This design comes from an exercise in tuning for small area and a short achievable clock period on the open sky130 flow, not from production work.
The RTL was checked by simulation tests, not by an equivalence proof against the original design.
Power and IR drop assume default switching activity.

==> run a <==
## RISCV_architecture
module RISCV_architecture #(parameter bitwidth = 32)(clk, rst, instruction, ALU_Result, PC, immediate, address, ALU_Result_reg,
read_data, ALUSrc, RegWrite, MemRead, MemWrite, branch, operand_A, operand_B, rd, byte_enable, rs2);
    input clk;
    input rst;
    input [31:0] instruction;
    output [31:0] ALU_Result;
    output [31:0] PC;
    output [31:0] immediate;
    output [31:0] address;
    output [31:0] ALU_Result_reg;
    output [31:0] read_data;
    output [31:0] operand_A;
    output [31:0] operand_B;
    output [4:0] rd;
    output [4:0] rs2;
    output [3:0] byte_enable;
    output ALUSrc;
    output RegWrite;
    output MemRead;
    output MemWrite;
    output branch;
    wire [31:0] ins = instruction;
    wire [6:0] opcode = ins[6:0];
    wire [2:0] f3 = ins[14:12];
    wire [6:0] f7 = ins[31:25];
    wire [4:0] rs1 = ins[19:15];
    assign rd  = ins[11:7];
    assign rs2 = ins[24:20];
    wire isR     = opcode == 7'b0110011;
  ...
export LEC_CHECK = 0
export CAP_MARGIN = 20
export CORE_MARGIN = 2
export CORE_UTILIZATION = 50
export CTS_CLUSTER_DIAMETER = 100
export CTS_CLUSTER_SIZE = 24
export SETUP_SLACK_MARGIN = 5
export SLEW_MARGIN = 20
export SYNTH_HIERARCHICAL = 1
export SYNTH_MINIMUM_KEEP_SIZE = 0
export TNS_END_PERCENT = 5
create_clock -name core_clock -period 16.0 [get_ports {clk}]
standard.sh (not shown) runs the stock make flow with config.mk's settings and CLKGATE_MAP_FILE= SYNTH_SCRIPT=/design/flow/synth_recipe.tcl, a recipe that flattens the netlist after the stock synthesis.
==> flow/flow/run.sh <==
#!/bin/bash
set -euo pipefail
bash standard.sh MATCH_CELL_FOOTPRINT=0 \
  "BUFFER_PORTS_ARGS=-buffer_cell sky130_fd_sc_hd__buf_2" \
  SETUP_SLACK_MARGIN=5.2 \
  finish > standard.log 2>&1
==> run b: changes against run a <==
==> flow/flow/run.sh (replaced) <==
#!/bin/bash
set -euo pipefail
bash standard.sh MATCH_CELL_FOOTPRINT=0 \
  "BUFFER_PORTS_ARGS=-buffer_cell sky130_fd_sc_hd__buf_4" \
  SETUP_SLACK_MARGIN=5.2 \
  finish > standard.log 2>&1
Settings changed: CTS_CLUSTER_DIAMETER 100 to default, CTS_CLUSTER_SIZE 24 to default.
==> run c: changes against run a <==
Settings changed: CORE_UTILIZATION 50 to 58, CTS_CLUSTER_DIAMETER 100 to 80, CTS_CLUSTER_SIZE 24 to 20.
==> results_dict.tcl <==
set metrics [dict create \
    finalClockSkew_ns 0.06692 \
    status "complete, no violations" \
    cpMaxStageDelayCell "nor2_4" \
    grt_pass1_vias 49960 \
    antenna_cells 4 \
    grt_max_degree 69 \
    startpoint "instruction[18]" \
    clkPwrFrac_pct 21.4 \
    area_growth_pct 17.86 \
]
-- figures above: run c

==> results_dict.tcl <==
set metrics [dict create \
    grt_pass1_vias 50770 \
    ys_warn_count 9 \
    cpMaxStageDelayCell "xor2_1" \
    grt_max_degree 60 \
    status "complete, no violations" \
    antenna_cells 2 \
    area_growth_pct 19.75 \
    cts_tree "done" \
    finalClockSkew_ns 0.05961 \
    startpoint "instruction[24]" \
    clkPwrFrac_pct 29.3 \
]
-- figures above: run b

==> results_dict.tcl <==
set metrics [dict create \
    finalClockSkew_ns 0.06286 \
    startpoint "instruction[21]" \
    clkPwrFrac_pct 20.8 \
    area_growth_pct 17.30 \
    grt_pass1_vias 49410 \
    grt_max_degree 51 \
    antenna_cells 4 \
    cpMaxStageDelayCell "a221oi_4" \
    status "complete, no violations" \
]
-- figures above: run a


---

==> inputs of 06-24 <==
RISCV_architecture again, from the RTL that the note above started with.
clock: 16.0 ns
lec_check: 0
cap_margin: 20
core_margin: 2
core_utilization: 50
cts_cluster_diameter: 80
cts_cluster_size: 20
setup_slack_margin: 5
slew_margin: 20
synth_hierarchical: 1
synth_minimum_keep_size: 0
tns_end_percent: 5
==> flow/flow/run.sh <==
#!/bin/bash
set -euo pipefail
bash standard.sh MATCH_CELL_FOOTPRINT=0 \
  "BUFFER_PORTS_ARGS=-buffer_cell sky130_fd_sc_hd__buf_2" \
  SETUP_SLACK_MARGIN=5.2 \
  finish > standard.log 2>&1
==> 01-08: changes against 06-24 <==
- CTS_CLUSTER_DIAMETER: 80 -> 110
- CTS_CLUSTER_SIZE: 20 -> 28
==> run notes <==
In synthesized cell count, 06-24 and 01-08 do not differ.
Worst setup slack: 01-08 is worse than 06-24 (40 ps).
Between 01-08 and 06-24, the lower global-route usage is in 01-08 (gap 0.27 points).
First-iteration DRC count: 01-08 is smaller than 06-24 (1.9%).
In synthesized area, 01-08 and 06-24 do not differ.
==> figures <==
|  | 06-24 | 01-08 |
|---|---|---|
| Max IR drop VDD | 0.1180 mV | 0.1257 mV |
| Share of cells above drive strength 1 | 24.56% | 23.54% |
| Sequential fraction of total cell area | 49.39% | 50.28% |
| Setup crit end | ALU_Result_reg[8] | ALU_Result_reg[19] |
| Global-route wire length before repair | 385,400 µm | 383,600 µm |
| Multi-input gate area in the final layout | 29,460 µm² | 29,220 µm² |
| Critical path's slowest cell | sky130_fd_sc_hd__a221oi_4 | sky130_fd_sc_hd__nor2_1 |
| Latest clock arrival within the worst-skew pair | 760 ps | 750 ps |
| Outcome | no timing/DRC/antenna violations | no timing/DRC/antenna violations |
| Internal portion of total power | 5.998 mW | 5.635 mW |
| Antenna diode count | 4 | 9 |
| Reg2Reg Setup Slack | 9270 ps | 9240 ps |

port drivers added, routing unchanged:
Ports are ideal in the flow. The routed layouts listed here were re-timed in OpenROAD.
Step 1 sets driving cells, clkbuf_16 on the clock port and buf_2 on the other inputs (assumed; they add their load-dependent delay and slew).
Step 2 adds t to the input delays and takes it off the output delays; t is the mean of the earliest and latest rising clock arrival at the registers after step 1. Input paths then give back, and output paths get back, about the clock's delay inside the block.
Slacks: ideal / step 1 / step 2; pairs: ideal / step 1.
run | t, ns | setup WS [ns] | worst setup path after step 2
run a | 0.754 | 5.072 / 5.016 / 5.016 | input to output
run b | 0.853 | 4.945 / 4.892 / 4.892 | input to output
run c | 0.764 | 5.080 / 5.039 / 5.039 | input to output
06-24 | 0.795 | 5.062 / 5.025 / 5.025 | input to output
01-08 | 0.790 | 5.022 / 4.998 / 4.998 | input to output
After both steps every run listed still meets setup and hold. For run a, which loses most, drivers alone change the setup slack by -0.056 ns; drivers and shift together by -0.056 ns.
